This design comes from an exercise in tuning for small area on the open sky130 flow, not from production work.
The RTL was checked by simulation tests, not by an equivalence proof against the original design.

==> run a: inputs <==
==> flow/design.v <==
module dvf(clk, rst, data_in, div);
input clk, rst;
input [19:0] data_in;
output div;
reg [18:0] c1;
reg e;
wire [18:0] n1 = c1 + 19'd1;
always @(posedge clk or negedge rst) begin
	if(!rst) begin
		c1 <= 0;
		e <= 0;
	end else if(n1 >= data_in[19:1]) begin
		c1 <= 0;
		e <= ~e;
	end else
		c1 <= n1;
end
reg [19:0] c3;
reg o1, o2;
wire [19:0] n3 = c3 + 20'd1;
wire [19:0] half = (data_in + 20'd1) >> 1;
always @(negedge clk or negedge rst) begin
	if(!rst) begin
		c3 <= 0;
		o2 <= 0;
	end else if(n3 == half) begin
		c3 <= n3;
		o2 <= ~o2;
	end else if(n3 == data_in) begin
		c3 <= 0;
		o2 <= ~o2;
	end else
		c3 <= n3;
end
always @(posedge clk or negedge rst) begin
	if(!rst)
		o1 <= 0;
	else
		o1 <= o2;
end
assign div = data_in[0] ? (o1 | o2) : e;
endmodule
==> flow/run.sh <==
#!/bin/bash
# synth_recipe.tcl (not shown) runs the flow's synth.tcl, then flattens the netlist and writes it again
# the make line also repeats each setting of config.mk as NAME=value (left out here)
make -C /OpenROAD-flow-scripts/flow DESIGN_CONFIG=/design/flow/config.mk WORK_HOME=/design/flow/orfs CLKGATE_MAP_FILE= SYNTH_SCRIPT=/design/flow/synth_recipe.tcl finish
==> flow/config.mk <==
export PLATFORM = sky130hd
export DESIGN_NAME = dvf
export DESIGN_NICKNAME = dvf
export VERILOG_FILES = /design/flow/design.v
export SDC_FILE = /design/flow/constraint.sdc
export NUM_CORES = 4
export LEC_CHECK = 0
export CAP_MARGIN = 20
export CORE_MARGIN = 2
export CORE_UTILIZATION = 40
export SLEW_MARGIN = 20
==> flow/constraint.sdc <==
create_clock -name core_clock -period 12.0 [get_ports {clk}]
set_input_delay 2.4000 -clock core_clock [delete_from_list [all_inputs] [get_ports {clk}]]
set_output_delay 2.4000 -clock core_clock [all_outputs]
set_load 0.01 [all_outputs]
==> run b: changes against run a <==
==> flow/design.v, changed modules only <==
module dvf(clk, rst, data_in, div);
input clk, rst;
input [19:0] data_in;
output div;
wire b = data_in[0];
wire [18:0] h = data_in[19:1];
reg [18:0] c1;
reg e;
wire [19:0] q;       
wire [18:0] n1;      
wire [19:0] g;       
assign q[0] = 1'b1;
assign g[0] = 1'b1;
genvar i;
generate for (i = 0; i < 19; i = i + 1) begin : ev
	assign n1[i] = c1[i] ^ q[i];
	assign q[i+1] = c1[i] & q[i];
	assign g[i+1] = (n1[i] & ~h[i]) | (n1[i] & g[i]) | (~h[i] & g[i]);
end endgenerate
wire hit1 = g[19];
always @(posedge clk)
	c1 <= n1 & {19{rst & ~hit1}};
always @(posedge clk or negedge rst) begin
	if(!rst)
		e <= 0;
	else
		e <= e ^ hit1;
end
reg [19:0] c2;
reg o1, o2;
wire [20:0] p;       
wire [19:0] n2;      
wire [19:0] x;
assign p[0] = 1'b1;
generate for (i = 0; i < 20; i = i + 1) begin : od
	assign n2[i] = c2[i] ^ p[i];
	assign p[i+1] = c2[i] & p[i];
	assign x[i] = b ? c2[i] : n2[i];
end endgenerate
wire hitA = (x[18:0] == h) & ~n2[19];
wire hitB = (x[19:1] == h) & ~x[0];
wire clr = hitB & ~hitA;
always @(posedge clk)
	c2 <= n2 & {20{rst & ~clr}};
always @(negedge clk or negedge rst) begin
	if(!rst)
		o2 <= 0;
	else
		o2 <= o1 ^ (hitA | hitB);
end
always @(posedge clk or negedge rst) begin
	if(!rst)
		o1 <= 0;
	else
		o1 <= o2;
end
assign div = b ? (o1 | o2) : e;
endmodule
==> flow/flow/run.sh (new file) <==
#!/bin/bash
# ORFS layout as standard.sh runs it, with:
#  - synthesis mapped by an area-oriented ABC script, without half-adder cells
#  - sky130_fd_sc_hd__buf_1 as the port buffers
#  - a small clock tree of clkbuf_4 without dummy loads
set -euo pipefail
F=$PWD/flow
export MY_ABC_SCRIPT=$F/abc_area.script
bash standard.sh \
  "SYNTH_SCRIPT=$F/synth.tcl" \
  "ADDER_MAP_FILE=" \
  "BUFFER_PORTS_ARGS=-buffer_cell sky130_fd_sc_hd__buf_1" \
  "CTS_ARGS=-sink_clustering_enable -repair_clock_nets -dont_use_dummy_load -buf_list sky130_fd_sc_hd__clkbuf_4 -root_buf sky130_fd_sc_hd__clkbuf_4 -sink_clustering_size 10" \
  finish > make.log 2>&1
==> flow/flow/abc_area.script (new file) <==
strash
&get -n
&st
&dc2
&dch -f
&nf -p -R 1000
&put
topo
dnsize
==> flow/flow/synth.tcl (new file) <==
# The standard synthesis (synth_recipe.tcl), with ABC run on an
# area-oriented script instead of ORFS's speed script.
proc synth {args} { yosys synth -nofsm -noshare {*}$args }
proc abc {args} {
  set keep {}
  set i 0
  while {$i < [llength $args]} {
    set a [lindex $args $i]
    if {$a eq "-script" || $a eq "-D"} { incr i 2; continue }
    lappend keep $a
    incr i
  }
  yosys abc -script $::env(MY_ABC_SCRIPT) {*}$keep
}
source $::env(SCRIPTS_DIR)/synth.tcl
# left out here: clear keep_hierarchy, flatten, clean up, hide names made inside functions, write 1_2_yosys.v
==> flow/standard.sh (new file) <==
#!/bin/bash
# synth_recipe.tcl (not shown) runs the flow's synth.tcl, then flattens the netlist and writes it again
# the make line also repeats each setting of config.mk as NAME=value (left out here)
make -C /OpenROAD-flow-scripts/flow DESIGN_CONFIG=/design/flow/config.mk WORK_HOME=/design/flow/orfs CLKGATE_MAP_FILE= SYNTH_SCRIPT=/design/flow/synth_recipe.tcl "${@:-finish}"
removed: flow/run.sh
==> run c: changes against run a <==
==> flow/design.v, changed modules only <==
module dvf(clk, rst, data_in, div);
input clk, rst;
input [19:0] data_in;
output div;
wire b = data_in[0];
wire [18:0] h = data_in[19:1];
reg [18:0] c1;
reg e;
wire [19:0] q;       
wire [18:0] n1;      
wire [19:0] g;       
assign q[0] = 1'b1;
assign g[0] = 1'b1;
genvar i;
generate for (i = 0; i < 19; i = i + 1) begin : ev
	assign n1[i] = c1[i] ^ q[i];
	assign q[i+1] = c1[i] & q[i];
	assign g[i+1] = (n1[i] & ~h[i]) | (n1[i] & g[i]) | (~h[i] & g[i]);
end endgenerate
wire hit1 = g[19];
always @(posedge clk or negedge rst) begin
	if(!rst) begin
		c1 <= 0;
		e <= 0;
	end else begin
		c1 <= n1 & {19{~hit1}};
		e <= e ^ hit1;
	end
end
reg [19:0] c3;
reg o1, o2;
wire [20:0] p;       
wire [19:0] n3;      
wire [19:0] x;
assign p[0] = 1'b1;
generate for (i = 0; i < 20; i = i + 1) begin : od
	assign n3[i] = c3[i] ^ p[i];
	assign p[i+1] = c3[i] & p[i];
	assign x[i] = b ? c3[i] : n3[i];
end endgenerate
wire hitA = (x[18:0] == h) & ~n3[19];
wire hitB = (x[19:1] == h) & ~x[0];
wire clr = hitB & ~hitA;
always @(negedge clk or negedge rst) begin
	if(!rst) begin
		c3 <= 0;
		o2 <= 0;
	end else begin
		c3 <= n3 & {20{~clr}};
		o2 <= o2 ^ (hitA | hitB);
	end
end
always @(posedge clk or negedge rst) begin
	if(!rst)
		o1 <= 0;
	else
		o1 <= o2;
end
assign div = b ? (o1 | o2) : e;
endmodule
==> flow/flow/run.sh (new file) <==
#!/bin/bash
# Standard ORFS layout with small port buffers and a small clock tree.
set -euo pipefail
bash standard.sh \
  "BUFFER_PORTS_ARGS=-buffer_cell sky130_fd_sc_hd__buf_1" \
  "CTS_ARGS=-sink_clustering_enable -repair_clock_nets -dont_use_dummy_load -buf_list sky130_fd_sc_hd__clkbuf_4 -root_buf sky130_fd_sc_hd__clkbuf_4 -sink_clustering_size 10" \
  finish > make.log 2>&1
==> flow/standard.sh (new file) <==
#!/bin/bash
# synth_recipe.tcl (not shown) runs the flow's synth.tcl, then flattens the netlist and writes it again
# the make line also repeats each setting of config.mk as NAME=value (left out here)
make -C /OpenROAD-flow-scripts/flow DESIGN_CONFIG=/design/flow/config.mk WORK_HOME=/design/flow/orfs CLKGATE_MAP_FILE= SYNTH_SCRIPT=/design/flow/synth_recipe.tcl "${@:-finish}"
removed: flow/run.sh
==> notes <==
Run a went through all stages and came out clean. Run c finished with timing, DRC and antenna clean. Run b went through all stages and came out clean.
The lowest synthesized cell count belongs to run c, the highest to run a.
Between run c and run a, the lower non-clock buffer count is in run a (gap 1).
Critical path depth: run c is lower than run b (4).
First-iteration DRC count: run c < run b < run a.
Register-to-register slack is about the same in run a and run c.
In sequential cell count, run b and run c do not differ.
Via count: run c is smaller than run a (49%).
